Context: an optimization exercise on an open-source flow, tuned for small area. The choices shown serve that exercise and are no tape-out recipe.
Function was checked by simulation only, so behaviour that the tests miss may differ from the original.
Power figures rest on the tool's default switching activity, not on a simulated workload.

==> flow/run.sh <==
#!/bin/bash
# synth_recipe.tcl (not shown) runs the flow's synth.tcl, then flattens the netlist and writes it again
# the make line also repeats each setting of config.mk as NAME=value (left out here)
make -C /OpenROAD-flow-scripts/flow DESIGN_CONFIG=/design/flow/config.mk WORK_HOME=/design/flow/orfs CLKGATE_MAP_FILE= SYNTH_SCRIPT=/design/flow/synth_recipe.tcl finish
==> flow/config.mk <==
export PLATFORM = sky130hd
export DESIGN_NAME = instruction_cache
export DESIGN_NICKNAME = instruction_cache
export VERILOG_FILES = /design/flow/design.v
export SDC_FILE = /design/flow/constraint.sdc
export NUM_CORES = 8
export LEC_CHECK = 0
export CAP_MARGIN = 20
export CORE_MARGIN = 2
export CORE_UTILIZATION = 60
export CTS_CLUSTER_DIAMETER = 80
export CTS_CLUSTER_SIZE = 24
export SLEW_MARGIN = 20
export SYNTH_HIERARCHICAL = 1
export SYNTH_MEMORY_MAX_BITS = 16384
==> flow/constraint.sdc <==
create_clock -name core_clock -period 15.0 [get_ports {clock}]
set_input_delay 3.0000 -clock core_clock [delete_from_list [all_inputs] [get_ports {clock}]]
set_output_delay 3.0000 -clock core_clock [all_outputs]
set_load 0.01 [all_outputs]
==> flow/design.v <==
`timescale 1 ps / 1 ps
module rd_aoi3 (
		input  wire d0, s0, d1, s1, d2, s2,
		output wire y
	);
	assign y = ~((d0 & s0) | (d1 & s1) | (d2 & s2));
endmodule
module rd_oh4 (
		input  wire [3:0] d, s,
		output wire y
	);
	assign y = |(d & s);
endmodule
module rd_bit #(
		parameter n = 272
	)(
		input  wire [n-1:0] d,
		input  wire [n-1:0] s,
		output wire y
	);
	localparam m = (n + 2) / 3;
	wire [3*m-1:0] dd, ss;
	wire [m-1:0] p;		 
	genvar i;
	generate
		if (3*m > n) begin : pad
			assign dd = {{(3*m-n){1'b0}}, d};
			assign ss = {{(3*m-n){1'b0}}, s};
		end else begin : nopad
			assign dd = d;
			assign ss = s;
		end
		for (i = 0; i < m; i = i + 1) begin : leaf
			rd_aoi3 a (.d0(dd[3*i]), .s0(ss[3*i]), .d1(dd[3*i+1]), .s1(ss[3*i+1]),
			           .d2(dd[3*i+2]), .s2(ss[3*i+2]), .y(p[i]));
		end
	endgenerate
	assign y = ~&p;
endmodule
`timescale 1 ps / 1 ps
module ring_mux (
		input  wire [3:0] a, b,
		input  wire       s, sn,
		output wire [3:0] y
	);
	assign y = (a & {4{sn}}) | (b & {4{s}});
endmodule
module sel_mux16 (
		input  wire [15:0] a, b,
		input  wire        s,
		output wire [15:0] y
	);
	assign y = s ? b : a;
endmodule
`timescale 1 ps / 1 ps
module instruction_cache (
		input  wire        clock,
		input  wire        reset,
		output wire [31:0] memory_address,
		output wire        memory_read,
		input  wire [63:0] memory_readdata,
		input  wire        memory_waitrequest,
		output wire [3:0]  memory_burstcount,
		input  wire        memory_readdatavalid,
		input  wire [31:0] core_inst_address,
		output wire [31:0] core_instruction,
		output wire        core_waitrequest,
		input  wire        core_read,
		output wire        core_inst_valid
	);
	genvar s, w, k, j;
	wire [23:0] tag   = core_inst_address[31:8];
	wire [1:0]  index = core_inst_address[7:6];
	wire [2:0]  beat  = core_inst_address[5:3];
	wire        half  = core_inst_address[2];
	reg        miss_recovery;
	reg [1:0]  active_index;
	reg [23:0] tag_t;		 
	reg [1:0]  transfer_state;
	reg [2:0]  burst_count;		 
	reg [7:0]  burst_state;		 
	reg [15:0] valid_lanes;		 
	reg [11:0] LRU;			 
	reg [2:0]  active_LRU;
	reg [2:0]  phase;		 
	reg [2:0]  off;			 
	reg [7:0]  cp_pend;		 
	reg [3:0]  cp_line;		 
	reg [2:0]  cp_first;		 
	reg [2:0]  cp_off;		 
	wire       cp_busy = |cp_pend;	 
	wire data_ready = (transfer_state == 2'd3);
	assign memory_read = (transfer_state == 2'd1);
	assign memory_burstcount = 4'd8;
	assign memory_address = {core_inst_address[31:3], 3'b000};
	wire [3:0] set_sel = 4'b0001 << active_index;
	wire [3:0] valid_act = valid_lanes[4*active_index+:4];
	wire tag_late = cp_pend[{1'b0, cp_line[3:2]}] & cp_pend[{1'b1, cp_line[3:2]}];
	wire eq_t = (tag == tag_t);
	wire [1:0] tslot = active_index - phase[1:0];
	wire [3:0] tslot_sel = 4'b0001 << tslot;
	wire [3:0] tins;
	wire [3:0] h;
	generate
		for (w = 0; w < 4; w = w + 1) begin : tway
			reg [95:0] tring;
			wire [23:0] tin;
			ring_mux tm [5:0] (.a(tring[23:0]), .b(tag_t), .s(tins[w]), .sn(~tins[w]), .y(tin));
			always @(posedge clock)
				tring <= {tin, tring[95:24]};
			wire [23:0] t;
			for (k = 0; k < 24; k = k + 1) begin : tb
				rd_oh4 m (.d({tring[72+k], tring[48+k], tring[24+k], tring[k]}), .s(tslot_sel), .y(t[k]));
			end
			wire over = tag_late & (cp_line == {active_index, w[1:0]});
			assign h[w] = (over ? eq_t : (t == tag)) & valid_act[w];
		end
	endgenerate
	wire [1:0] lane_add = {h[2] | h[3], h[1] | h[3]};
	wire index_hit = (active_index == index);
	wire hit = index_hit & (|h);
	wire [1:0] lane_to_replace =
		!valid_act[0] ? 2'd0 :
		!valid_act[1] ? 2'd1 :
		!valid_act[2] ? 2'd2 :
		!valid_act[3] ? 2'd3 :
		{active_LRU[1], active_LRU[1] ? active_LRU[2] : active_LRU[0]};
	wire [3:0] victim = {active_index, lane_to_replace};
	generate
		for (w = 0; w < 4; w = w + 1) begin : ti
			assign tins[w] = (data_ready & (lane_to_replace == w) & (phase[1:0] == active_index)) |
			                 (tag_late & (cp_line[1:0] == w) & (phase[1:0] == cp_line[3:2]));
		end
	endgenerate
	wire [2:0] new_LRU = lane_add[1] ? {!lane_add[0], 1'b0, active_LRU[0]}
	                                 : {active_LRU[2], 1'b1, !lane_add[0]};
	wire switch_set = core_read & !hit & !index_hit & !miss_recovery;
	wire start_miss = core_read & !hit &  index_hit & !miss_recovery;
	wire start_fill = (transfer_state == 2'd0) & miss_recovery;
	wire accept = (transfer_state == 2'd1) & !memory_waitrequest;
	always @(posedge clock or posedge reset) begin
		if (reset) begin
			miss_recovery <= 1'b0;
			active_index <= 2'd0;
			active_LRU <= 3'd0;
			valid_lanes <= 16'd0;
			LRU <= 12'd0;
		end else begin
			if (switch_set) begin
				active_index <= index;
				LRU[3*active_index+:3] <= active_LRU;
				active_LRU <= LRU[3*active_index+:3];
			end
			if (start_miss)
				miss_recovery <= 1'b1;
			if (hit && core_read)
				active_LRU <= new_LRU;
			if (data_ready) begin
				miss_recovery <= 1'b0;
				valid_lanes[victim] <= 1'b1;
				active_LRU <= new_LRU;
			end
		end
	end
	always @(posedge clock)
		if (accept)
			tag_t <= tag;
	always @(posedge clock or posedge reset) begin
		if (reset) begin
			transfer_state <= 2'd0;
			burst_count <= 3'd0;
		end else begin
			case (transfer_state)
			2'd0: if (miss_recovery) begin
					burst_count <= beat;
					transfer_state <= 2'd1;
				end
			2'd1: if (!memory_waitrequest)
					transfer_state <= 2'd2;
			2'd2: begin
					if (&burst_state)
						transfer_state <= 2'd3;
					if (memory_readdatavalid)
						burst_count <= burst_count + 3'd1;
				end
			2'd3: transfer_state <= 2'd0;
			endcase
		end
	end
	always @(posedge clock) begin
		if (start_fill)
			burst_state <= 8'd0;
		else if (transfer_state == 2'd2 && memory_readdatavalid)
			burst_state[burst_count] <= 1'b1;
	end
	wire [2:0] wslot = burst_count + off;
	wire [511:0] fbuf;
	generate
		for (k = 0; k < 8; k = k + 1) begin : fill
			reg [63:0] q;
			wire [63:0] d;
			wire we = (transfer_state == 2'd2) & memory_readdatavalid & (wslot == k);
			ring_mux fm [15:0] (.a(q), .b(memory_readdata), .s(we), .sn(~we), .y(d));
			always @(posedge clock)
				q <= d;
			assign fbuf[64*k+:64] = q;
		end
	endgenerate
	wire [2:0] roff = cp_busy ? cp_off : off;
	wire [2:0] rslot = phase + roff;
	wire [7:0] rslot_sel = 8'd1 << rslot;
	wire [63:0] copy_beat;
	generate
		for (k = 0; k < 64; k = k + 1) begin : cm
			wire [7:0] d;
			for (w = 0; w < 8; w = w + 1) begin : cw
				assign d[w] = fbuf[64*w+k];
			end
			rd_bit #(8) m (.d(d), .s(rslot_sel), .y(copy_beat[k]));
		end
	endgenerate
	always @(posedge clock or posedge reset) begin
		if (reset) begin
			phase <= 3'd0;
			off <= 3'd0;
			cp_pend <= 8'd0;
			cp_first <= 3'd0;
			cp_off <= 3'd0;
		end else begin
			phase <= phase + 3'd1;
			if (start_fill)
				off <= cp_first - beat;
			if (data_ready) begin
				cp_pend <= ~(8'd1 << phase);
				cp_first <= rslot;
				cp_off <= off;
			end else
				cp_pend <= cp_pend & ~(8'd1 << phase);
		end
	end
	always @(posedge clock)
		if (data_ready)
			cp_line <= victim;
	wire [15:0] ins;
	wire [511:0] ring_q [0:15];
	generate
		for (s = 0; s < 16; s = s + 1) begin : wline
			reg [511:0] ring;
			wire [63:0] ring_in;
			assign ring_q[s] = ring;
			assign ins[s] = (data_ready & (victim == s)) | (cp_busy & (cp_line == s));
			ring_mux m [15:0] (.a(ring[63:0]), .b(copy_beat), .s(ins[s]), .sn(~ins[s]), .y(ring_in));
			always @(posedge clock)
				ring <= {ring_in, ring[511:64]};
		end
	endgenerate
	wire bypass_hit = (transfer_state != 2'd0) & index_hit & eq_t & burst_state[beat];
	wire from_fbuf = cp_pend[beat];
	wire pend_hit = from_fbuf & (active_index == cp_line[3:2]) & h[cp_line[1:0]];
	wire [3:0] hq;
	generate
		for (w = 0; w < 4; w = w + 1) begin : hqw
			assign hq[w] = h[w] & ~(from_fbuf & (cp_line == {active_index, w[1:0]}));
		end
	endgenerate
	wire [2:0] rbeat = beat - phase;
	wire [2:0] fbeat_b = beat + off;	 
	wire [2:0] fbeat_p = beat + cp_off;	 
	wire [15:0] word_sel_r = 16'd1 << {rbeat, half};
	wire [15:0] word_sel_b = 16'd1 << {fbeat_b, half};
	wire [15:0] word_sel_p = 16'd1 << {fbeat_p, half};
	wire [15:0] word_sel_f;
	sel_mux16 fsel (.a(word_sel_p), .b(word_sel_b), .s(bypass_hit), .y(word_sel_f));
	wire fbuf_hit = bypass_hit | pend_hit;
	wire [63:0] sw;		 
	generate
		for (s = 0; s < 4; s = s + 1) begin : ssel
			for (w = 0; w < 16; w = w + 1) begin : wsel
				assign sw[16*s+w] = set_sel[s] & word_sel_r[w];
			end
		end
	endgenerate
	wire [31:0] rdata;
	generate
		for (k = 0; k < 32; k = k + 1) begin : rb
			wire [3:0] tw;		 
			wire tf;		 
			for (w = 0; w < 4; w = w + 1) begin : way
				wire [63:0] d;
				for (s = 0; s < 4; s = s + 1) begin : rl
					for (j = 0; j < 16; j = j + 1) begin : rw
						assign d[16*s+j] = ring_q[4*s+w][32*j+k];
					end
				end
				rd_bit #(64) m (.d(d), .s(sw), .y(tw[w]));
			end
			wire [15:0] df;
			for (j = 0; j < 16; j = j + 1) begin : fw
				assign df[j] = fbuf[32*j+k];
			end
			rd_bit #(16) mf (.d(df), .s(word_sel_f), .y(tf));
			assign rdata[k] = |({fbuf_hit, hq} & {tf, tw});
		end
	endgenerate
	assign core_instruction = rdata;
	assign core_waitrequest = (!hit | miss_recovery) & !bypass_hit;
	assign core_inst_valid = hit | bypass_hit;
endmodule
==> results.yml, run 1 <==
outcome:
  outcome: "timing/DRC/antenna clean"
grt:
  grt_pass1_wl_um: 1320000
  antenna_found_initial: 96
  gr-usage-met1: 0.609
  grt_pass1_vias: 168113
  grt_max_degree: 97
  met2_usage: 0.634
  grt.overflow.total: 0
  grt_use_met3: 0.152
  grt_busiest_layer: "met2"
  grt.total_usage: 0.451
sta:
  worst_hold_slack_ns: 0.322
  fin_setup_tns_ns: 0
  min_period_ns: 12.53
  setup_viol: 0
  drv_slew: 0
  timing.slew.headroom: 0.131
  fin_worst_skew_ns: 0.0479
  rsz0062_at_grt: "no"
  max_clock_freq_mhz: 79.8
  worst_pin_slew_ns: 1.30
  final-hold-violation-count: 0
  period_share: 0.835
clocking:
  clockBufferDepth: 4
  cts_made_buffers: 421
  clk_pin_slew_ns: 0.09
  cts_max_level: 5
  clkSinkCount: 9183
  cts_setup_buffers: 0
  cts.repair.resized: 0
  hold_buffers: 0
  clockRootBuffer: "clkbuf_16"
  cts_tree: "yes"
  clock_latency_ns: 1.08
setup_path:
  worstPathArrival_ns: 9.53
  critPathMaxFanout: 22
  cpMostUsedCell: "clkdlybuf4s50_1"
  critical-path-max-stage-delay_ns: 1.02
  worstPathCellList: "clkdlybuf4s50_1 -> xor2_1 -> nor4_1 -> nand4_1 -> or2_1 -> nor4b_4 -> buf_4 -> mux2_2 -> a222oi_1 -> and4_1 -> nand3_1 -> inv_1 -> o211ai_1 -> clkdlybuf4s50_1"
  cp-start-kind: "input port"
  critPathKind: "input port to output pin"
  crit_path_end_kind: "output pin"
  crit_path_top_delay_cell: "mux2_2"
  required_ns: 12.00
final_layout:
  layout_commonest_cell: "dfxtp_1"
  fin_area_um2: 273000
  num-fill-cells: 30319
  area_growth_pct: 10.5
  nNetsFinal: 18096
  layout_common_cells: "dfxtp_1 (9096), a222oi_1 (3200), a22o_1 (1641)"
  multi_input_comb_area_um2: 64200
  drive_gt1_frac: 0.0596
  seqCellArea_um2: 184000
route:
  wl_um: 983000
  vias: 180079
  postRouteAntennaNets: 0
  detail_route.wl_per_cell_um: 41.8
  first_pass_iters: 13
  first_iter_violations: 46301
  post-route-drc-count: 0
  viasPerCell: 7.65
place:
  dpl.hpwl_um: 532000
  portBuffers: 162
  placed_area_um2: 262000
  place.gp.congestion: 0.894
floorplanning:
  dieArea_um2: 417000
  rows: 235
  die_h_um: 646
  ios: 172
  start_util: 0.603
  die_x_um: 646
  design.core.area_um2: 410000
synthesis:
  synthFlopType: "dfxtp_1"
  syn_inst: 16532
  syn_area_um2: 247000
  yosys_warnings: 7
  netlist-cell-type-count: 74
  synth_top_area_cell: "dfxtp_1"
  ys_seq_elements: 9183
  syn_avg_cell_area_um2: 14.9
  ys_seq_area_frac: 0.746
  synth_edf_count: 28
  synth.area.top_cells: "dfxtp_1 (74%), a222oi_1 (13%), a22o_1 (5.8%)"
  synth-async-reset-ratio: 0.00642
  netlist.area_leader.share: 0.737
power_and_ir_drop:
  peakVddDrop_mv: 0.159
  leakage_nw: 103
  p_total_w: 0.0605
  power_density_nw_per_um2: 222
worst_hold_path:
  hold_class: "flip-flop to flip-flop"
job:
  cap_viol_max_count: 0
through the flow:
| step | setup WS (ns) | cells | util |
|---|---|---|---|
| 6_report | 2.47 | 23541 | 0.666 |
| 5_1_grt | 2.57 | 23500 | 0.666 |
| 4_1_cts | 2.71 | 23452 | 0.665 |
| 3_5_place_dp | 2.72 | 22985 | 0.638 |
| 3_3_place_gp | 2.76 | 22985 | 0.638 |
| 2_1_floorplan | 4.35 | 17081 | - |
cells in the mapped netlist, drive strengths merged, types with 6 or more instances:
cell type / instances
nand2: 161
o211ai: 34
and4: 160
o22ai: 9
xor2: 127
a32o: 7
inv: 81
nand4: 649
a21o: 16
a22oi: 258
buf: 68
and2: 74
conb: 226
dfxtp: 9096
or2: 7
nor2: 84
ha: 31
xnor2: 17
a222oi: 3200
nor3: 18
mux2i: 7
nand3: 107
dfrtp: 59
a21oi: 22
edfxtp: 28
o21ai: 23
and3: 6
clkbuf: 41
nor4: 168
a22o: 1649
nor2b: 7
a31oi: 6
mux2: 22
nand2b: 14
fa: 6
mux4: 12
worst max-delay path, delay by kind of cell:
family	cells	cell delay, ns
XOR/XNOR	1	0.20
AO/OA/AOI/OAI	2	0.96
multiplexers	1	1.02
buffers and inverters	4	2.05
AND/OR/NAND/NOR	6	2.23
worst paths after layout:
path,start,to,slack [ns],depth (start not counted)
worst max-delay path,core_inst_address[23],core_instruction[30],2.47,14
worst max register to register,cp_pend[4],wline[8].ring[498],9.43,15
min in group asynchronous,reset,transfer_state[0],2.50,3
worst min register to register,wline[11].ring[411],wline[11].ring[347],0.32,0
worst min-delay path,wline[11].ring[411],wline[11].ring[347],0.32,0
max in group asynchronous,reset,cp_first[1],11.97,3
Yosys stat by module (local to each module, per instance), excerpt:
module / cell area, um^2 / cells / flip-flops and latches
instruction_cache: 191000 / 10146 / 9183
rd_aoi3: 10.0 / 1 / 0
sel_mux16: 249 / 18 / 0
ring_mux: 35.0 / 4 / 0
rd_oh4: 18.8 / 3 / 0
registers in the layout, summed over array words and instances (netlist names):
name and cells:
cp_line 4, cp_first 3, tag_t 24, fill.q 512, transfer_state 2, phase 3
wline.ring 8192, LRU 12, tway.tring 384, cp_pend 8, off 3, miss_recovery 1
active_index 2, valid_lanes 16, active_LRU 3, cp_off 3, burst_count 3, burst_state 8
cell type report:
class / instances / share of cell area
multi-input cells: 7708 / 0.235
inverters: 81 / 0.00144
diodes: 88 / 0.000807
clock inverters: 22 / 0.00106
clock buffers: 445 / 0.0393
repair buffers: 563 / 0.0213
flip-flops and latches: 9183 / 0.676
well taps: 5451 / 0.0250
power breakdown:
group          internal, W  switching (W)  total, W
clock network      0.00513        0.00747    0.0126
logic              0.00330        0.00780    0.0111
registers           0.0324        0.00444    0.0368
routing by layer:
metal | up-vias | routed length, um
met1 | 90160 | 365000
met4 | 18 | 62800
met5 | - | 199
li1 | 71087 | -
met3 | 3010 | 154000
met2 | 15804 | 401000
logic make-up after synthesis:
logic type	share of synthesized area
AND/OR/NAND/NOR	0.0359
XOR/XNOR	0.00511
adder cells (fa/ha/maj)	0.00206
AO/OA/AOI/OAI	0.200
other	0.00343
multiplexers	0.00256
flip-flops	0.746
buffers and inverters	0.00395
==> run 2: changes to the inputs <==
--- a/flow/design.v
+++ b/flow/design.v
@@ -45,13 +45,6 @@
 	);
 	assign y = (a & {4{sn}}) | (b & {4{s}});
 endmodule
-module sel_mux16 (
-		input  wire [15:0] a, b,
-		input  wire        s,
-		output wire [15:0] y
-	);
-	assign y = s ? b : a;
-endmodule
 `timescale 1 ps / 1 ps
 module instruction_cache (
 		input  wire        clock,
@@ -162,33 +155,33 @@
 			end
 		end
 	end
+	wire [23:0] tag_t_in;
+	ring_mux ttm [5:0] (.a(tag_t), .b(tag), .s(accept), .sn(~accept), .y(tag_t_in));
 	always @(posedge clock)
-		if (accept)
-			tag_t <= tag;
+		tag_t <= tag_t_in;
 	always @(posedge clock or posedge reset) begin
 		if (reset) begin
 			transfer_state <= 2'd0;
-			burst_count <= 3'd0;
 		end else begin
 			case (transfer_state)
-			2'd0: if (miss_recovery) begin
-					burst_count <= beat;
+			2'd0: if (miss_recovery)
 					transfer_state <= 2'd1;
-				end
 			2'd1: if (!memory_waitrequest)
 					transfer_state <= 2'd2;
-			2'd2: begin
-					if (&burst_state)
-						transfer_state <= 2'd3;
-					if (memory_readdatavalid)
-						burst_count <= burst_count + 3'd1;
-				end
+			2'd2: if (&burst_state)
+					transfer_state <= 2'd3;
 			2'd3: transfer_state <= 2'd0;
 			endcase
 		end
 	end
 	always @(posedge clock) begin
 		if (start_fill)
+			burst_count <= beat;
+		else if (transfer_state == 2'd2 && memory_readdatavalid)
+			burst_count <= burst_count + 3'd1;
+	end
+	always @(posedge clock) begin
+		if (start_fill)
 			burst_state <= 8'd0;
 		else if (transfer_state == 2'd2 && memory_readdatavalid)
 			burst_state[burst_count] <= 1'b1;
@@ -270,7 +263,7 @@
 	wire [15:0] word_sel_b = 16'd1 << {fbeat_b, half};
 	wire [15:0] word_sel_p = 16'd1 << {fbeat_p, half};
 	wire [15:0] word_sel_f;
-	sel_mux16 fsel (.a(word_sel_p), .b(word_sel_b), .s(bypass_hit), .y(word_sel_f));
+	ring_mux fsel [3:0] (.a(word_sel_p), .b(word_sel_b), .s(bypass_hit), .sn(~bypass_hit), .y(word_sel_f));
 	wire fbuf_hit = bypass_hit | pend_hit;
 	wire [63:0] sw;		 
 	generate
--- a/flow/config.mk
+++ b/flow/config.mk
@@ -7,9 +7,9 @@
 export LEC_CHECK = 0
 export CAP_MARGIN = 20
 export CORE_MARGIN = 2
-export CORE_UTILIZATION = 60
-export CTS_CLUSTER_DIAMETER = 80
-export CTS_CLUSTER_SIZE = 24
+export CORE_UTILIZATION = 70
+export CTS_CLUSTER_DIAMETER = 70
+export CTS_CLUSTER_SIZE = 28
 export SLEW_MARGIN = 20
 export SYNTH_HIERARCHICAL = 1
 export SYNTH_MEMORY_MAX_BITS = 16384
==> run 2 against run 1 <==
Against the previous run:
- still clean on timing, DRC and antenna
- sequential share of layout area increased by 0.56 points
- global-route usage increased by 5.4 points
- worst hold slack got worse by 0.0042 ns
- power decreased by 1.4%
- clock-buffer cell count decreased by 43
- core utilization increased by 11 points
- synthesized cell count increased by 0.16%
- die area decreased by 14%
- largest power group unchanged
==> results.yml, run 2 <==
clocking:
  cts_setup_buffers: 0
  cts_max_level: 5
  clk_pin_slew_ns: 0.10
  clockBufferDepth: 4
  cts.repair.resized: 0
  cts_tree: "yes"
  clkSinkCount: 9183
  clockRootBuffer: "clkbuf_16"
  clock_latency_ns: 1.05
  hold_buffers: 0
  cts_made_buffers: 374
grt:
  grt_pass1_wl_um: 1280000
  grt.total_usage: 0.505
  grt.overflow.total: 0
  grt_max_degree: 89
  grt_pass1_vias: 171346
  antenna_found_initial: 86
setup_path:
  critPathMaxFanout: 37
  cp-start-kind: "input port"
  r2r-end: "active_LRU[0]"
  reg2reg_setup_slack_ns: 9.41
  critical-path-max-stage-delay_ns: 0.92
  critical-path-top-delay-family: "simple AND/OR/NAND/NOR gates"
  critPathKind: "input port to output pin"
  worstPathCellList: "clkdlybuf4s50_1 -> buf_4 -> inv_1 -> ha_1 -> inv_1 -> fa_1 -> xnor2_1 -> xnor2_1 -> or2_2 -> nor3_1 -> and2_4 -> buf_4 -> a222oi_1 -> and4_1 -> nand4_1 -> a22oi_1 -> nand3_1 -> clkdlybuf4s50_1"
  worstPathArrival_ns: 9.16
  timing.rr.start: "active_index[0]"
  crit_path_top_delay_cell: "and2_4"
  path_buf_inv: 6
  r2r_cells: 16
  required_ns: 12.00
  crit_path_end_kind: "output pin"
synthesis:
  yosysMostFrequentCell: "dfxtp_1"
  synth.area.top_cells: "dfxtp_1 (74%), a222oi_1 (13%), a22o_1 (6.0%)"
  syn_inst: 16558
  netlist-cell-type-count: 60
  yosys_warnings: 7
  synth_edf_count: 7
  synth_top_area_cell: "dfxtp_1"
  synthFlopType: "dfxtp_1"
  yosys-top-cells-count: "dfxtp_1 (9120), a222oi_1 (3201), a22o_1 (1681), nand4_1 (681), a22oi_1 (258)"
  synth-async-reset-ratio: 0.00610
  syn_avg_cell_area_um2: 14.9
  ys_seq_area_frac: 0.747
  netlist.area_leader.share: 0.740
  syn_area_um2: 247000
  ys_seq_elements: 9183
floorplanning:
  die_x_um: 598
  rows: 217
  dieArea_um2: 357000
  start_util: 0.705
  die_h_um: 598
  design.core.area_um2: 350000
  ios: 172
route:
  post-route-drc-count: 0
  viasPerCell: 8.09
  vias: 183395
  first_iter_violations: 48905
  wl_um: 942000
  first_pass_iters: 22
  postRouteAntennaNets: 0
  detail_route.wl_per_cell_um: 41.6
power_and_ir_drop:
  power_density_nw_per_um2: 221
  leakage_nw: 101
  peakVddDrop_mv: 0.231
  p_total_w: 0.0597
final_layout:
  largest_register_ffs: 8192
  num-fill-cells: 21785
  drive_gt1_frac: 0.0555
  regMostFlops: "wline.ring"
  top_regs: "wline.ring x8192, fill.q x512, tway.tring x384"
  layout_common_cells: "dfxtp_1 (9120), a222oi_1 (3201), a22o_1 (1665)"
  area_growth_pct: 9.60
  layout_commonest_cell: "dfxtp_1"
  nNetsFinal: 18026
  fin_area_um2: 270000
place:
  portBuffers: 162
  placed_area_um2: 260000
  dpl.hpwl_um: 501000
  place.gp.congestion: 0.908
worst_hold_path:
  hold_end: "wline[6].ring[262]"
  min_path_cells: 0
  hold_class: "flip-flop to flip-flop"
  min_from: "wline[6].ring[326]"
sta:
  fin_setup_tns_ns: 0
  rsz0062_at_grt: "no"
  drv_slew: 0
  worst_pin_slew_ns: 1.36
  max_clock_freq_mhz: 82.2
  fin_worst_skew_ns: 0.0563
  setup_viol: 0
  final-hold-violation-count: 0
  min_period_ns: 12.16
  worst_hold_slack_ns: 0.318
  timing.slew.headroom: 0.0948
  period_share: 0.811
job:
  cap_viol_max_count: 0
outcome:
  outcome: "timing/DRC/antenna clean"
-- run 2: through the flow --
stage / util / std cells / setup WS [ns]
after floorplan: - / 17107 / 4.41
after global placement: 0.742 / 22104 / 3.30
after detailed placement: 0.742 / 22108 / 3.23
after CTS: 0.771 / 22554 / 3.19
after global routing: 0.772 / 22600 / 2.83
final: 0.772 / 22660 / 2.84
-- run 2: worst max path at each step --
stage / startpoint / cells past startpoint / end
finish: core_inst_address[3] / 18 / core_instruction[26]
detailed placement: core_inst_address[13] / 14 / core_instruction[2]
CTS: core_inst_address[22] / 14 / core_instruction[2]
floorplan: core_inst_address[3] / 15 / core_instruction[27]
global route: core_inst_address[3] / 20 / core_instruction[3]
global placement: core_inst_address[3] / 20 / core_instruction[4]
-- run 2: cell type report --
class | instances | area [um^2] | share of cell area
clock inverter | 44 | 449 | 0.00166
timing repair buffer | 513 | 5290 | 0.0196
antenna | 103 | 258 | 0.000953
inverter | 58 | 305 | 0.00113
clock buffer | 402 | 9790 | 0.0362
sequential | 9183 | 184000 | 0.681
tap | 4599 | 5750 | 0.0213
multi-input combinational | 7758 | 64300 | 0.238
-- run 2: per-layer routing --
layer | vias up | track usage | part of all wire
met3 | 4395 | 0.203 | 0.17
met5 | - | 0.00374 | 0.00032
li1 | 71092 | - | -
met1 | 89692 | 0.639 | 0.34
met4 | 38 | 0.354 | 0.083
met2 | 18178 | 0.704 | 0.41
-- run 2: report_power, final --
part,internal [W],switching [W]
Clock,0.00475,0.00734
Combinational,0.00317,0.00728
Sequential,0.0325,0.00463
-- run 2: per-module statistics from Yosys (local to each module, per instance), a selection --
module | times used | flip-flops and latches | cells inside | area [um^2]
rd_oh4 | 96 | 0 | 3 | 18.8
instruction_cache | 1 | 9183 | 10150 | 191000
ring_mux | 418 | 0 | 4 | 35.0
rd_aoi3 | 3200 | 0 | 1 | 10.0
-- run 2: kinds of logic (layout without fill, tap and decap cells) --
| kind of cell | Yosys count | after routing | share of synthesized area |
|---|---|---|---|
| AO/OA/AOI/OAI | 5240 | 5240 | 0.200 |
| buffers and inverters | 166 | 1017 | 0.00335 |
| XOR/XNOR | 146 | 146 | 0.00518 |
| AND/OR/NAND/NOR | 1535 | 1535 | 0.0372 |
| flip-flops | 9183 | 9183 | 0.747 |
| multiplexers | 25 | 25 | 0.00170 |
| other | 226 | 878 | 0.00344 |
| adder cells (fa/ha/maj) | 37 | 37 | 0.00206 |
==> run 3: changes to the inputs <==
--- a/flow/design.v
+++ b/flow/design.v
@@ -11,6 +11,12 @@
 	);
 	assign y = |(d & s);
 endmodule
+module rd_nand (
+		input  wire d0, s0,
+		output wire y
+	);
+	assign y = ~(d0 & s0);
+endmodule
 module rd_bit #(
 		parameter n = 272
 	)(
@@ -18,21 +24,17 @@
 		input  wire [n-1:0] s,
 		output wire y
 	);
-	localparam m = (n + 2) / 3;
-	wire [3*m-1:0] dd, ss;
-	wire [m-1:0] p;		 
+	localparam m3 = n / 3;		 
+	localparam m1 = n % 3;		 
+	wire [m3+m1-1:0] p;		 
 	genvar i;
 	generate
-		if (3*m > n) begin : pad
-			assign dd = {{(3*m-n){1'b0}}, d};
-			assign ss = {{(3*m-n){1'b0}}, s};
-		end else begin : nopad
-			assign dd = d;
-			assign ss = s;
+		for (i = 0; i < m3; i = i + 1) begin : leaf
+			rd_aoi3 a (.d0(d[3*i]), .s0(s[3*i]), .d1(d[3*i+1]), .s1(s[3*i+1]),
+			           .d2(d[3*i+2]), .s2(s[3*i+2]), .y(p[i]));
 		end
-		for (i = 0; i < m; i = i + 1) begin : leaf
-			rd_aoi3 a (.d0(dd[3*i]), .s0(ss[3*i]), .d1(dd[3*i+1]), .s1(ss[3*i+1]),
-			           .d2(dd[3*i+2]), .s2(ss[3*i+2]), .y(p[i]));
+		for (i = 0; i < m1; i = i + 1) begin : one
+			rd_nand a (.d0(d[3*m3+i]), .s0(s[3*m3+i]), .y(p[m3+i]));
 		end
 	endgenerate
 	assign y = ~&p;
==> run 3 against run 2 <==
Against the previous run:
- the layout now fails its checks (max-slew violations)
- flip-flop and latch count unchanged
- synthesized area fell by 0.73%
- critical path depth is 1 lower
- clock power about the same
- core utilization shrank 0.85 points
- global-route usage increased by 0.16 points
- sequential power rose by 2%
- die area shrank 0.73%
- critical endpoint unchanged
- largest power group unchanged
==> results.yml, run 3 <==
outcome:
  outcome: "finished with violations"
  so.violations: "max-slew violations"
synthesis:
  netlist.area_leader.share: 0.746
  yosys-top-cells-count: "dfxtp_1 (9120), a222oi_1 (2977), a22o_1 (1682), nand4_1 (744), nand2_1 (485)"
  synth-async-reset-ratio: 0.00610
  yosysMostFrequentCell: "dfxtp_1"
  syn_avg_cell_area_um2: 14.9
  synthFlopType: "dfxtp_1"
  netlist-cell-type-count: 66
  syn_inst: 16391
  syn_area_um2: 245000
  yosys_warnings: 7
  synth_top_area_cell: "dfxtp_1"
  synth_edf_count: 7
  ys_seq_elements: 9183
  ys_seq_area_frac: 0.752
  synth.area.top_cells: "dfxtp_1 (75%), a222oi_1 (12%), a22o_1 (6.0%)"
clocking:
  clockRootBuffer: "clkbuf_16"
  clk_pin_slew_ns: 0.10
  clkSinkCount: 9183
  clockBufferDepth: 4
  cts_tree: "yes"
  hold_buffers: 0
  cts.repair.resized: 0
  cts_max_level: 5
  cts_made_buffers: 374
  clock_latency_ns: 1.07
  cts_setup_buffers: 0
final_layout:
  drive_gt1_frac: 0.0577
  stdcell_count: 21999
  regMostFlops: "wline.ring"
  largest_register_ffs: 8192
  layout_commonest_cell: "dfxtp_1"
  layout_common_cells: "dfxtp_1 (9120), a222oi_1 (2977), a22o_1 (1666)"
  multi_input_comb_area_um2: 60300
  top_regs: "wline.ring x8192, fill.q x512, tway.tring x384"
  nNetsFinal: 17340
  num-fill-cells: 21958
  area_growth_pct: 8.85
  seqCellArea_um2: 184000
grt:
  grt_max_degree: 88
  grt.overflow.total: 0
  antenna_found_initial: 96
  grt.total_usage: 0.506
  grt_pass1_vias: 168834
  grt_pass1_wl_um: 1270000
sta:
  final-hold-violation-count: 0
  period_share: 0.827
  max_clock_freq_mhz: 80.6
  setup_viol: 0
  fin_setup_tns_ns: 0
  fin_worst_skew_ns: 0.0528
  worst_hold_slack_ns: 0.321
  worst_pin_slew_ns: 1.53
  timing.slew.headroom: -0.0226
  min_period_ns: 12.41
  drv_slew: 17
  rsz0062_at_grt: "no"
route:
  wl_met1_um: 324000
  vias: 180778
  wl_met2_um: 373000
  detail_route.wl_per_cell_um: 42.7
  postRouteAntennaNets: 0
  viasPerCell: 8.22
  wl_um: 940000
  first_iter_violations: 48639
  highest_layer: "met5"
  post-route-drc-count: 0
  wl_met3_um: 168000
  first_pass_iters: 15
place:
  dp.cells: 21417
  place.gp.congestion: 0.915
  dpl.hpwl_um: 495000
  portBuffers: 162
floorplanning:
  dieArea_um2: 355000
  ios: 172
  start_util: 0.702
  die_h_um: 595
  rows: 217
  die_x_um: 595
  design.core.area_um2: 349000
power_and_ir_drop:
  leakage_nw: 98.1
  p_total_w: 0.0609
  peakVddDrop_mv: 0.184
  power_density_nw_per_um2: 228
setup_path:
  required_ns: 12.00
  critPathMaxFanout: 34
  reg2reg_setup_slack_ns: 9.13
  critPathKind: "input port to output pin"
  cp-start-kind: "input port"
  worstPathArrival_ns: 9.41
  crit_path_end_kind: "output pin"
worst_hold_path:
  hold_class: "flip-flop to flip-flop"
job:
  cap_viol_max_count: 0
[run 3: changes by cell type after synthesis, sizes merged, moves of 8 or more]
cell / before / now
nand4: 681 / 744
conb: 226 / 2
buf: 73 / 65
nand3: 134 / 72
a222oi: 3201 / 2977
clkbuf: 35 / 43
nand2: 196 / 486
[run 3: per-module statistics from Yosys, one instance, submodules excluded, a selection]
module | cell area [um^2] | cells inside | flip-flops and latches | times used
instruction_cache | 191000 | 10143 | 9183 | 1
rd_aoi3 | 10.0 | 1 | 0 | 2976
rd_nand | 3.75 | 1 | 0 | 288
rd_oh4 | 18.8 | 3 | 0 | 96
ring_mux | 35.0 | 4 | 0 | 418
[run 3: routing by layer]
| layer | up-vias | GRT usage |
|---|---|---|
| met4 | 52 | 0.345 |
| met2 | 18300 | 0.688 |
| met5 | - | 0.00690 |
| met1 | 88591 | 0.649 |
| met3 | 4136 | 0.221 |
| li1 | 69699 | - |
[run 3: worst paths after layout]
check / cells after the start / endpoint / startpoint
min in group asynchronous: 3 / transfer_state[1] / reset
min: 0 / wline[12].ring[246] / wline[12].ring[310]
max: 17 / core_instruction[26] / core_inst_address[3]
max reg2reg: 16 / active_LRU[2] / active_index[0]
min reg2reg: 0 / wline[12].ring[246] / wline[12].ring[310]
max in group asynchronous: 3 / off[2] / reset
[run 3: area by class of cell]
cell class,count,area share
diodes,122,0.00115
clock buffers,402,0.0366
clock inverters,50,0.00231
inverters,58,0.00115
multi-input cells,7047,0.226
flip-flops and latches,9183,0.691
well taps,4599,0.0216
repair buffers,538,0.0200
[run 3: cell families after synthesis]
logic type / count (synthesis) / synth area share
flip-flops: 9183 / 0.752
AO/OA/AOI/OAI: 5015 / 0.193
AND/OR/NAND/NOR: 1816 / 0.0420
buffers and inverters: 166 / 0.00388
XOR/XNOR: 146 / 0.00522
adder cells (fa/ha/maj): 37 / 0.00207
multiplexers: 26 / 0.00179
other: 2 / 0.0000307
[run 3: where the power goes]
part           leakage (nW)  switching (W)  internal [W]
combinational          18.1        0.00774       0.00328
clock                  5.10        0.00734       0.00484
sequential             74.9        0.00482        0.0328
[run 3: metrics by stage]
stage	setup slack [ns]	utilization	area, um^2
finish	2.59	0.764	267000
global route	2.83	0.763	266000
CTS	3.09	0.763	266000
detailed placement	3.11	0.733	256000
global placement	3.21	0.733	256000
floorplan	4.39	-	245000
[run 3: critical path, cell delays in order]
cell	delay (ns)
clkdlybuf4s50_1	0.47
buf_4	0.23
inv_1	0.07
ha_1	0.20
inv_1	0.06
fa_1	0.51
nand2b_1	0.26
nor2_1	0.27
and2_4	1.09
buf_4	0.96
a222oi_1	0.17
nand4_1	0.22
nor4_1	0.08
nand4_1	0.26
a22oi_1	0.18
nand3_1	0.67
clkdlybuf4s50_1	0.67
==> run 4: changes to the inputs <==
--- a/flow/config.mk
+++ b/flow/config.mk
@@ -8,8 +8,8 @@
 export CAP_MARGIN = 20
 export CORE_MARGIN = 2
 export CORE_UTILIZATION = 70
-export CTS_CLUSTER_DIAMETER = 70
-export CTS_CLUSTER_SIZE = 28
-export SLEW_MARGIN = 20
+export CTS_CLUSTER_DIAMETER = 80
+export CTS_CLUSTER_SIZE = 24
+export SLEW_MARGIN = 35
 export SYNTH_HIERARCHICAL = 1
 export SYNTH_MEMORY_MAX_BITS = 16384
==> run 4 against run 3 <==
Against the previous run:
- now clean on timing, DRC and antenna
- critical endpoint is now core_instruction[30]
- final area grew 0.49%
- core utilization is 0.37 points higher
- flip-flop and latch count did not move
- highest routed layer unchanged
- critical path type unchanged
- cell count increased by 0.11%
==> results.yml, run 4 <==
synthesis:
  yosys_warnings: 7
  synth-async-reset-ratio: 0.00610
  syn_area_um2: 245000
  netlist-cell-type-count: 66
  synthFlopType: "dfxtp_1"
  ys_seq_elements: 9183
  synth.area.top_cells: "dfxtp_1 (75%), a222oi_1 (12%), a22o_1 (6.0%)"
  yosysMostFrequentCell: "dfxtp_1"
  ys_seq_area_frac: 0.752
  netlist.area_leader.share: 0.746
  synth_top_area_cell: "dfxtp_1"
  synth_edf_count: 7
  yosys-top-cells-count: "dfxtp_1 (9120), a222oi_1 (2977), a22o_1 (1682), nand4_1 (744), nand2_1 (485)"
  syn_avg_cell_area_um2: 14.9
  syn_inst: 16391
final_layout:
  regMostFlops: "wline.ring"
  drive_gt1_frac: 0.0602
  stdcell_count: 22023
  nNetsFinal: 17414
  layout_commonest_cell: "dfxtp_1"
  layout_common_cells: "dfxtp_1 (9120), a222oi_1 (2977), a22o_1 (1666)"
  area_growth_pct: 9.38
  largest_register_ffs: 8192
  top_regs: "wline.ring x8192, fill.q x512, tway.tring x384"
grt:
  antenna_found_initial: 101
  grt_pass1_vias: 169842
  grt_pass1_wl_um: 1280000
  grt.overflow.total: 0
  grt.total_usage: 0.508
  grt_max_degree: 88
sta:
  max_clock_freq_mhz: 81.0
  period_share: 0.823
  drv_slew: 0
  final-hold-violation-count: 0
  min_period_ns: 12.34
  fin_setup_tns_ns: 0
  setup_viol: 0
  timing.slew.headroom: 0.225
  rsz0062_at_grt: "no"
  worst_pin_slew_ns: 1.16
  fin_worst_skew_ns: 0.0673
setup_path:
  critPathKind: "input port to output pin"
  timing.rr.start: "active_index[0]"
  crit_start: "core_inst_address[3]"
  r2r-end: "active_LRU[0]"
  reg2reg_setup_slack_ns: 9.20
  worstPathArrival_ns: 9.34
  r2r_cells: 16
  critPathMaxFanout: 35
  crit_path_end_kind: "output pin"
  required_ns: 12.00
  cp-start-kind: "input port"
  endpoint: "core_instruction[30]"
floorplanning:
  die_h_um: 595
  ios: 172
  rows: 217
  design.core.area_um2: 349000
  die_x_um: 595
  start_util: 0.702
  dieArea_um2: 355000
route:
  wl_um: 943000
  detail_route.wl_per_cell_um: 42.8
  postRouteAntennaNets: 0
  first_iter_violations: 47919
  viasPerCell: 8.24
  first_pass_iters: 21
  post-route-drc-count: 0
  vias: 181568
place:
  portBuffers: 162
  dp.cells: 21447
  dpl.hpwl_um: 502000
  place.gp.congestion: 0.915
clocking:
  cts_tree: "yes"
  cts_max_level: 5
  hold_buffers: 0
  cts_setup_buffers: 0
  cts.repair.resized: 0
  clock_latency_ns: 1.07
  clockRootBuffer: "clkbuf_16"
  clk_pin_slew_ns: 0.09
  cts_made_buffers: 422
  clkSinkCount: 9183
  clockBufferDepth: 4
power_and_ir_drop:
  p_int_w: 0.0414
  combPwrFrac: 0.181
  power_density_nw_per_um2: 229
  switching_share: 0.326
  peakVddDrop_mv: 0.172
  power.net_switching_w: 0.0200
  power.clock.fraction: 0.205
  power.share.sequential: 0.614
  leakage_nw: 98.7
  p_total_w: 0.0614
outcome:
  outcome: "timing/DRC/antenna clean"
worst_hold_path:
  hold_class: "flip-flop to flip-flop"
job:
  cap_viol_max_count: 0
==> run 4: cell counts after synthesis <==
No cell type changed its count.
==> run 4: logic make-up after synthesis <==
| group | Yosys count | synth area share |
|---|---|---|
| flip-flops | 9183 | 0.752 |
| AO/OA/AOI/OAI | 5015 | 0.193 |
| AND/OR/NAND/NOR | 1816 | 0.0420 |
| buffers and inverters | 166 | 0.00388 |
| XOR/XNOR | 146 | 0.00522 |
| adder cells (fa/ha/maj) | 37 | 0.00207 |
| multiplexers | 26 | 0.00179 |
| other | 2 | 0.0000307 |
==> run 4: per-layer routing <==
metal  GRT usage  wire length, um
met5     0.00987              421
met1       0.653           325000
met4       0.353            74700
met3       0.215           167000
met2       0.689           376000
==> run 4: area by class of cell <==
type / instances / area [um^2]
antenna: 112 / 280
fill: 21720 / 81100
timing repair buffer: 564 / 5890
multi-input combinational: 7047 / 60300
clock inverter: 20 / 259
clock buffer: 440 / 10900
tap: 4599 / 5750
inverter: 58 / 313
sequential: 9183 / 184000
==> run 4: stage by stage <==
| stage | cell area [um^2] | setup WS, ns | utilization | hold WS (ns) |
|---|---|---|---|---|
| 2_1_floorplan | 245000 | 4.39 | - | 0.330 |
| 3_3_place_gp | 256000 | 3.21 | 0.733 | 0.330 |
| 3_5_place_dp | 256000 | 3.13 | 0.735 | 0.335 |
| 4_1_cts | 267000 | 3.07 | 0.767 | 0.318 |
| 5_1_grt | 268000 | 2.81 | 0.767 | 0.324 |
| 6_report | 268000 | 2.66 | 0.768 | 0.304 |
==> run 4: worst max-delay path, cell delays in order <==
cell	delay [ns]
clkdlybuf4s50_1	0.41
buf_4	0.21
inv_1	0.08
ha_1	0.14
inv_1	0.05
fa_1	0.37
xnor2_1	0.21
xnor2_1	0.14
nand2b_1	0.19
nor3_1	0.12
and2_4	0.48
buf_4	0.57
a222oi_1	0.66
nand4_1	0.20
nor4_1	0.54
nand4_1	0.23
a22oi_1	0.45
nand3_1	0.56
clkdlybuf4s50_1	0.65
==> run 4: power by group through the flow <==
stage | registers (W) | clock network, W | logic, W
after floorplan | 0.0362 | 0 | 0.00528
after global placement | 0.0374 | 0 | 0.00997
after detailed placement | 0.0377 | 0 | 0.0102
after CTS | 0.0373 | 0.0124 | 0.0103
after global routing | 0.0383 | 0.0133 | 0.0109
final | 0.0377 | 0.0126 | 0.0111
==> run 4: Yosys stat by module, one instance, submodules excluded, excerpt <==
module,area (um^2),copies in the design
rd_oh4,18.8,96
rd_nand,3.75,288
rd_aoi3,10.0,2976
ring_mux,35.0,418
instruction_cache,191000,1
==> run 4: worst min-delay path by stage <==
stage / startpoint / end / slack [ns] / cells past startpoint
floorplan: wline[0].ring[192] / wline[0].ring[128] / 0.33 / 0
global placement: wline[7].ring[183] / wline[7].ring[119] / 0.33 / 0
detailed placement: wline[14].ring[194] / wline[14].ring[130] / 0.33 / 0
CTS: wline[9].ring[126] / wline[9].ring[62] / 0.32 / 0
global route: wline[3].ring[452] / wline[3].ring[388] / 0.32 / 0
finish: wline[15].ring[292] / wline[15].ring[228] / 0.30 / 0
==> run 5: changes to the inputs <==
==> flow/flow/run.sh (new file) <==
#!/bin/bash
# Layout flow: the standard flow (standard.sh, unchanged synthesis and
# every other step) with two settings passed to ORFS through the
# environment:
#  - the clock tree is built without dummy loads (same clustering as
#    config.mk's CTS_CLUSTER_SIZE / CTS_CLUSTER_DIAMETER);
#  - the input and output ports are buffered with buf_1 cells.
# standard.sh's full output goes to standard.log in the work folder.
set -o pipefail
export CTS_ARGS="-sink_clustering_enable -repair_clock_nets -sink_clustering_size 24 -sink_clustering_max_diameter 80 -dont_use_dummy_load"
export BUFFER_PORTS_ARGS="-buffer_cell sky130_fd_sc_hd__buf_1"
bash standard.sh > standard.log 2>&1
==> flow/standard.sh (new file) <==
#!/bin/bash
# synth_recipe.tcl (not shown) runs the flow's synth.tcl, then flattens the netlist and writes it again
# the make line also repeats each setting of config.mk as NAME=value (left out here)
make -C /OpenROAD-flow-scripts/flow DESIGN_CONFIG=/design/flow/config.mk WORK_HOME=/design/flow/orfs CLKGATE_MAP_FILE= SYNTH_SCRIPT=/design/flow/synth_recipe.tcl "${@:-finish}"
--- a/flow/config.mk
+++ b/flow/config.mk
@@ -10,6 +10,6 @@
 export CORE_UTILIZATION = 70
 export CTS_CLUSTER_DIAMETER = 80
 export CTS_CLUSTER_SIZE = 24
-export SLEW_MARGIN = 35
+export SLEW_MARGIN = 45
 export SYNTH_HIERARCHICAL = 1
 export SYNTH_MEMORY_MAX_BITS = 16384
removed: flow/run.sh
==> run 5 against run 4 <==
Against the previous run:
- via count decreased by 0.16%
- synthesized cell count unchanged
- combinational power barely moved
- setup slack improved by 0.34 ns
- global-route usage up 0.097 points
- largest power group unchanged
- the layout now fails its checks (antenna violations)
- die area did not move
- core utilization fell by 0.12 points
- worst hold slack got worse by 0.0022 ns
- wire length decreased by 0.21%
- critical endpoint unchanged
- sequential share of layout area is 0.10 points higher
- cell count barely moved
- clock power hardly changed
==> results.yml, run 5 <==
clocking:
  cts_max_level: 5
  clkSinkCount: 9183
  clockRootBuffer: "clkbuf_16"
  clk_pin_slew_ns: 0.09
  clock_latency_ns: 1.07
  cts_setup_buffers: 0
  hold_buffers: 0
  cts_tree: "yes"
  cts.repair.resized: 0
  clockBufferDepth: 4
  cts_made_buffers: 421
route:
  wl_met2_um: 380000
  wl_um: 941000
  highest_layer: "met5"
  vias: 181281
  viasPerCell: 8.22
  postRouteAntennaNets: 1
  wl_met1_um: 323000
  first_iter_violations: 48559
  first_pass_iters: 14
  wl_met3_um: 163000
  post-route-drc-count: 0
  detail_route.wl_per_cell_um: 42.7
synthesis:
  yosysMostFrequentCell: "dfxtp_1"
  yosys-top-cells-count: "dfxtp_1 (9120), a222oi_1 (2977), a22o_1 (1682), nand4_1 (744), nand2_1 (485)"
  ys_seq_elements: 9183
  synth_edf_count: 7
  synth_top_area_cell: "dfxtp_1"
  netlist.area_leader.share: 0.746
  syn_area_um2: 245000
  synth-async-reset-ratio: 0.00610
  syn_avg_cell_area_um2: 14.9
  ys_seq_area_frac: 0.752
  netlist-cell-type-count: 66
  synth.area.top_cells: "dfxtp_1 (75%), a222oi_1 (12%), a22o_1 (6.0%)"
  syn_inst: 16391
  synthFlopType: "dfxtp_1"
  yosys_warnings: 7
setup_path:
  critPathKind: "input port to output pin"
  critical-path-max-stage-delay_ns: 0.84
  r2r_cells: 15
  worstPathCellList: "buf_1 -> buf_4 -> inv_1 -> ha_1 -> inv_1 -> fa_1 -> xnor2_1 -> xnor2_1 -> nand2_1 -> nor2_1 -> and2_4 -> buf_4 -> buf_4 -> a222oi_1 -> nand4_1 -> nor4_1 -> nand4_1 -> a22oi_1 -> nand3_1 -> buf_1"
  critPathMaxFanout: 30
  worstPathArrival_ns: 9.00
  crit_path_end_kind: "output pin"
  cpMostUsedCell: "buf_4"
  r2r-end: "active_LRU[0]"
  crit_path_top_delay_cell: "buf_4"
  required_ns: 12.00
  cp-start-kind: "input port"
  reg2reg_setup_slack_ns: 9.55
  timing.rr.start: "active_index[0]"
floorplanning:
  dieArea_um2: 355000
  ios: 172
  die_h_um: 595
  design.core.area_um2: 349000
  die_x_um: 595
  start_util: 0.702
  rows: 217
sta:
  period_share: 0.800
  setup_viol: 0
  max_clock_freq_mhz: 83.4
  worst_pin_slew_ns: 1.31
  timing.slew.headroom: 0.129
  setup_ws_ns: 3.00
  rsz0062_at_grt: "no"
  final-hold-violation-count: 0
  drv_slew: 0
  min_period_ns: 12.00
  fin_setup_tns_ns: 0
  fin_worst_skew_ns: 0.0682
power_and_ir_drop:
  power_density_nw_per_um2: 228
  peakVddDrop_mv: 0.178
  p_total_w: 0.0611
  leakage_nw: 98.5
final_layout:
  regMostFlops: "wline.ring"
  nNetsFinal: 17466
  top_regs: "wline.ring x8192, fill.q x512, tway.tring x384"
  area_growth_pct: 9.22
  layout_commonest_cell: "dfxtp_1"
  multi_input_comb_area_um2: 60300
  layout_common_cells: "dfxtp_1 (9120), a222oi_1 (2977), a22o_1 (1666)"
  seqCellArea_um2: 184000
  largest_register_ffs: 8192
  drive_gt1_frac: 0.0616
  num-fill-cells: 21745
  stdcell_count: 22042
grt:
  grt_pass1_vias: 171003
  grt_max_degree: 97
  grt.overflow.total: 0
  grt.total_usage: 0.509
  antenna_found_initial: 101
  grt_pass1_wl_um: 1280000
worst_hold_path:
  min_from: "wline[7].ring[334]"
  hold_class: "flip-flop to flip-flop"
  min_path_cells: 0
  hold_end: "wline[7].ring[270]"
place:
  dp.cells: 21492
  dpl.hpwl_um: 509000
  post-place-ws_ns: 3.57
  portBuffers: 162
  place.gp.congestion: 0.913
outcome:
  outcome: "finished with violations"
  so.violations: "antenna violations"
job:
  cap_viol_max_count: 0
-- run 5: cell counts after synthesis --
Identical to the previous run, type by type.
-- run 5: layout make-up --
class                           count  share of cell area
Clock buffer                      421              0.0394
Inverter                           58             0.00121
Antenna cell                      117             0.00109
Tap cell                         4599              0.0215
Timing Repair Buffer              617              0.0224
Multi-Input combinational cell   7047               0.226
Sequential cell                  9183               0.689
-- run 5: stage by stage --
stage | utilization | hold slack (ns) | area (um^2)
finish | 0.766 | 0.302 | 267000
global route | 0.766 | 0.314 | 267000
CTS | 0.765 | 0.301 | 267000
detailed placement | 0.734 | 0.334 | 256000
global placement | 0.729 | 0.331 | 254000
floorplan | - | 0.330 | 245000
-- run 5: metal layers --
metal  track usage  up-vias
li1              -    69868
met1         0.653    88811
met2         0.698    18412
met3         0.208     4140
met4         0.352       50
met5        0.0119        -
-- run 5: logic make-up after synthesis --
logic type | Yosys count | share of synthesized area
adder cells (fa/ha/maj) | 37 | 0.00207
XOR/XNOR | 146 | 0.00522
buffers and inverters | 166 | 0.00388
AO/OA/AOI/OAI | 5015 | 0.193
multiplexers | 26 | 0.00179
AND/OR/NAND/NOR | 1816 | 0.0420
other | 2 | 0.0000307
flip-flops | 9183 | 0.752
-- run 5: worst max path at each step --
| stage | from | end | slack [ns] | cells past startpoint |
|---|---|---|---|---|
| 2_1_floorplan | core_inst_address[3] | core_instruction[26] | 4.39 | 15 |
| 3_3_place_gp | core_inst_address[14] | core_instruction[11] | 3.53 | 13 |
| 3_5_place_dp | core_inst_address[3] | core_instruction[30] | 3.57 | 20 |
| 4_1_cts | core_inst_address[3] | core_instruction[30] | 3.56 | 20 |
| 5_1_grt | core_inst_address[3] | core_instruction[30] | 3.21 | 20 |
| 6_report | core_inst_address[3] | core_instruction[30] | 3.00 | 20 |
-- run 5: power by group --
group / internal [W] / total [W] / switching (W)
sequential: 0.0329 / 0.0377 / 0.00488
clock: 0.00501 / 0.0123 / 0.00730
combinational: 0.00337 / 0.0110 / 0.00766
total: 0.0412 / 0.0611 / 0.0198
-- run 5: per-module statistics from Yosys (local to each module, per instance), excerpt --
module             cells inside  times used  cell area [um^2]  flops+latches
instruction_cache         10143           1            191000           9183
ring_mux                      4         418              35.0              0
rd_oh4                        3          96              18.8              0
rd_aoi3                       1        2976              10.0              0
rd_nand                       1         288              3.75              0
-- run 5: critical path, delay by kind of cell --
family	cells	cell delay [ns]
XOR/XNOR	2	0.59
AO/OA/AOI/OAI	2	0.39
buffers and inverters	7	2.28
AND/OR/NAND/NOR	7	2.19
adder cells (fa/ha/maj)	2	0.51
==> run 6: changes to the inputs <==
--- a/flow/design.v
+++ b/flow/design.v
@@ -11,6 +11,12 @@
 	);
 	assign y = |(d & s);
 endmodule
+module sel_and (
+		input  wire a, b,
+		output wire y
+	);
+	assign y = a & b;
+endmodule
 module rd_nand (
 		input  wire d0, s0,
 		output wire y
@@ -267,11 +273,13 @@
 	wire [15:0] word_sel_f;
 	ring_mux fsel [3:0] (.a(word_sel_p), .b(word_sel_b), .s(bypass_hit), .sn(~bypass_hit), .y(word_sel_f));
 	wire fbuf_hit = bypass_hit | pend_hit;
-	wire [63:0] sw;		 
+	wire [63:0] sw [0:3];	 
 	generate
-		for (s = 0; s < 4; s = s + 1) begin : ssel
-			for (w = 0; w < 16; w = w + 1) begin : wsel
-				assign sw[16*s+w] = set_sel[s] & word_sel_r[w];
+		for (k = 0; k < 4; k = k + 1) begin : swy
+			for (s = 0; s < 4; s = s + 1) begin : ssel
+				for (w = 0; w < 16; w = w + 1) begin : wsel
+					sel_and a (.a(set_sel[s]), .b(word_sel_r[w]), .y(sw[k][16*s+w]));
+				end
 			end
 		end
 	endgenerate
@@ -287,7 +295,7 @@
 						assign d[16*s+j] = ring_q[4*s+w][32*j+k];
 					end
 				end
-				rd_bit #(64) m (.d(d), .s(sw), .y(tw[w]));
+				rd_bit #(64) m (.d(d), .s(sw[w]), .y(tw[w]));
 			end
 			wire [15:0] df;
 			for (j = 0; j < 16; j = j + 1) begin : fw
--- a/flow/config.mk
+++ b/flow/config.mk
@@ -10,6 +10,6 @@
 export CORE_UTILIZATION = 70
 export CTS_CLUSTER_DIAMETER = 80
 export CTS_CLUSTER_SIZE = 24
-export SLEW_MARGIN = 45
+export SLEW_MARGIN = 30
 export SYNTH_HIERARCHICAL = 1
 export SYNTH_MEMORY_MAX_BITS = 16384
==> run 6 against run 5 <==
Against the previous run:
- now clean on timing, DRC and antenna
- highest routed layer unchanged
- cell count is 0.50% higher
- final area is 0.26% lower
- first-iteration DRC count is 10% lower
- global-route usage is 1.7 points lower
- maximum frequency is 9.4% lower
- largest power group unchanged
- register-to-register slack worse by 1.1 ns
==> results.yml, run 6 <==
final_layout:
  layout_common_cells: "dfxtp_1 (9120), a222oi_1 (2977), a22o_1 (1665)"
  multi_input_comb_area_um2: 61700
  num-fill-cells: 22202
  regMostFlops: "wline.ring"
  layout_commonest_cell: "dfxtp_1"
  drive_gt1_frac: 0.0738
  area_growth_pct: 8.42
  nNetsFinal: 17622
  top_regs: "wline.ring x8192, fill.q x512, tway.tring x384"
  seqCellArea_um2: 184000
  largest_register_ffs: 8192
sta:
  setup_viol: 0
  worst_pin_slew_ns: 1.20
  max_clock_freq_mhz: 75.5
  drv_slew: 0
  final-hold-violation-count: 0
  min_period_ns: 13.24
  fin_setup_tns_ns: 0
  timing.slew.headroom: 0.202
  worst_hold_slack_ns: 0.282
  rsz0062_at_grt: "no"
  fin_worst_skew_ns: 0.0954
  period_share: 0.883
job:
  cap_viol_max_count: 0
setup_path:
  critPathMaxFanout: 19
  reg2reg_setup_slack_ns: 8.42
  cp-start-kind: "input port"
  critPathKind: "input port to output pin"
  r2r_cells: 17
  worstPathArrival_ns: 10.24
  required_ns: 12.00
  timing.rr.start: "active_index[0]"
  crit_path_end_kind: "output pin"
  r2r-end: "active_LRU[2]"
worst_hold_path:
  min_path_cells: 0
  hold_end: "wline[10].ring[77]"
  hold_class: "flip-flop to flip-flop"
  min_from: "wline[10].ring[141]"
clocking:
  cts.repair.resized: 0
  hold_buffers: 0
  clockBufferDepth: 4
  clkSinkCount: 9183
  clk_pin_slew_ns: 0.09
  clock_latency_ns: 1.08
  cts_setup_buffers: 0
  cts_tree: "yes"
  cts_max_level: 5
  clockRootBuffer: "clkbuf_16"
  cts_made_buffers: 421
grt:
  antenna_found_initial: 87
  grt.overflow.total: 0
  grt.total_usage: 0.492
  grt_max_degree: 66
  grt_pass1_vias: 166123
  grt_pass1_wl_um: 1240000
power_and_ir_drop:
  leakage_nw: 98.7
  peakVddDrop_mv: 0.405
  power_density_nw_per_um2: 233
synthesis:
  ys_seq_elements: 9183
  netlist-cell-type-count: 78
  synthFlopType: "dfxtp_1"
  synth-async-reset-ratio: 0.00610
  synth_edf_count: 7
  yosys_warnings: 7
  syn_avg_cell_area_um2: 14.9
  yosys-top-cells-count: "dfxtp_1 (9120), a222oi_1 (2977), a22o_1 (1689), nand4_1 (732), nand2_1 (449)"
  netlist.area_leader.share: 0.742
  ys_seq_area_frac: 0.749
  synth.area.top_cells: "dfxtp_1 (74%), a222oi_1 (12%), a22o_1 (6.0%)"
  syn_area_um2: 246000
  yosysMostFrequentCell: "dfxtp_1"
  syn_inst: 16536
  synth_top_area_cell: "dfxtp_1"
outcome:
  outcome: "timing/DRC/antenna clean"
route:
  wl_um: 915000
  vias: 176612
  first_pass_iters: 14
  detail_route.wl_per_cell_um: 41.3
  post-route-drc-count: 0
  postRouteAntennaNets: 0
  first_iter_violations: 43594
  viasPerCell: 7.97
place:
  place.gp.congestion: 0.966
  dpl.hpwl_um: 520000
  portBuffers: 162
floorplanning:
  rows: 217
  dieArea_um2: 356000
  design.core.area_um2: 350000
  ios: 172
  die_x_um: 597
  die_h_um: 597
  start_util: 0.703
run 6: changes by cell type in the layout (fill, tap and decap cells not counted), sizes merged, moves of 7 or more:
cell   before   now
and2       70   303
a221o       0    64
a22oi     258   194
diode     117    71
nand2     486   449
nand3      72    41
xnor2     138   112
xor2        8    34
nand4     744   732
a21oi      26    16
a32o       17     7
a22o     1682  1689
run 6: area by class of cell:
class | count | share of cell area
Antenna cell | 71 | 0.000666
Clock buffer | 421 | 0.0395
Inverter | 54 | 0.000769
Multi-Input combinational cell | 7203 | 0.231
Sequential cell | 9183 | 0.691
Tap cell | 4599 | 0.0216
Timing Repair Buffer | 621 | 0.0155
run 6: worst max path at each step:
stage | end | start | cells after the start | slack [ns]
after global routing | core_instruction[13] | core_inst_address[3] | 19 | 2.05
final | core_instruction[13] | core_inst_address[3] | 19 | 1.76
after floorplan | core_instruction[13] | core_inst_address[3] | 17 | 5.56
after detailed placement | core_instruction[13] | core_inst_address[3] | 19 | 2.41
after CTS | core_instruction[13] | core_inst_address[3] | 19 | 2.37
after global placement | core_instruction[13] | core_inst_address[3] | 19 | 2.45
run 6: power breakdown:
group	switching (W)	internal, W
Combinational	0.00927	0.00299
Clock	0.00727	0.00501
Sequential	0.00480	0.0328
run 6: critical path: stages:
cell and delay (ns):
buf_1 0.51, inv_1 0.11, ha_1 0.22, inv_1 0.06
fa_1 0.18, xnor2_1 0.09, xnor2_1 0.86, nand2_1 0.39
nor2_2 0.99, buf_4 0.39, and2_2 0.72, buf_4 0.57
a222oi_1 0.23, nand4_1 0.19, nor4_1 0.08, nand4_1 0.70
a221o_2 0.32, a221o_1 0.38, buf_1 0.20
run 6: cells by family (layout without fill, tap and decap cells):
group                    Yosys count  in the layout  synth area share
other                              2             78         0.0000305
multiplexers                      24             24           0.00164
buffers and inverters            155           1096           0.00354
flip-flops                      9183           9183             0.749
AO/OA/AOI/OAI                   5017           5017             0.193
XOR/XNOR                         146            146           0.00520
adder cells (fa/ha/maj)           37             37           0.00206
AND/OR/NAND/NOR                 1972           1972            0.0462
run 6: routing by layer:
metal / global-route usage / routed length, um / vias to the layer above
li1: - / - / 70369
met1: 0.620 / 316000 / 86684
met2: 0.671 / 364000 / 16061
met3: 0.197 / 152000 / 3444
met4: 0.384 / 82500 / 54
met5: 0 / 389 / -
run 6: stage by stage:
| stage | instance area, um^2 | utilization | std cells | total power [W] | setup WS (ns) |
|---|---|---|---|---|---|
| 2_1_floorplan | 246000 | - | 16541 | 0.0410 | 5.56 |
| 3_3_place_gp | 256000 | 0.732 | 21657 | 0.0484 | 2.45 |
| 3_5_place_dp | 256000 | 0.732 | 21658 | 0.0489 | 2.41 |
| 4_1_cts | 266000 | 0.762 | 22079 | 0.0607 | 2.37 |
| 5_1_grt | 267000 | 0.762 | 22097 | 0.0631 | 2.05 |
| 6_report | 267000 | 0.763 | 22152 | 0.0622 | 1.76 |
run 6: Yosys stat by module (local to each module, per instance), a selection:
| module | times used | area [um^2] | cells |
|---|---|---|---|
| instruction_cache | 1 | 190000 | 10032 |
| ring_mux | 418 | 35.0 | 4 |
| rd_aoi3 | 2976 | 10.0 | 1 |
| rd_oh4 | 96 | 18.8 | 3 |
| rd_nand | 288 | 3.75 | 1 |
| sel_and | 256 | 6.26 | 1 |

[static timing again, ports no longer ideal]
The results above use ideal ports. As a check the final layouts listed here were re-extracted and re-timed, cells and wires unchanged.
Step 1 sets driving cells, clkbuf_16 on the clock port and buf_2 on the other inputs (assumed; they add their load-dependent delay and slew).
Step 2 moves the port delays by t, midway between the first and last clock arrival at a register: inputs arrive t later, outputs are due t later. That takes back most of the time a late clock gives input paths.
Three values: ideal, step 1, step 2; two values: the first two.
| run | shift t [ns] | setup slack, ns | clock arrival spread, ns | slew at the worst register clock pin (ns) | worst slew at a driven data input, ns |
|---|---|---|---|---|---|
| run 1 | 1.190 | 2.468 / 2.445 / 2.445 | 0.055 / 0.055 | 0.10 / 0.10 | 0.33 |
| run 2 | 1.154 | 2.839 / 2.818 / 2.818 | 0.059 / 0.059 | 0.11 / 0.11 | 0.39 |
| run 3 | 1.155 | 2.594 / 2.571 / 2.571 | 0.055 / 0.054 | 0.11 / 0.11 | 0.37 |
| run 4 | 1.161 | 2.660 / 2.639 / 2.639 | 0.078 / 0.077 | 0.10 / 0.10 | 0.35 |
| run 5 | 1.154 | 3.004 / 2.983 / 2.983 | 0.075 / 0.075 | 0.10 / 0.10 | 0.38 |
| run 6 | 1.159 | 1.755 / 1.728 / 1.728 | 0.098 / 0.098 | 0.10 / 0.10 | 0.29 |
For run 6, which loses most, drivers alone change the setup slack by -0.027 ns; drivers and shift together by -0.027 ns.
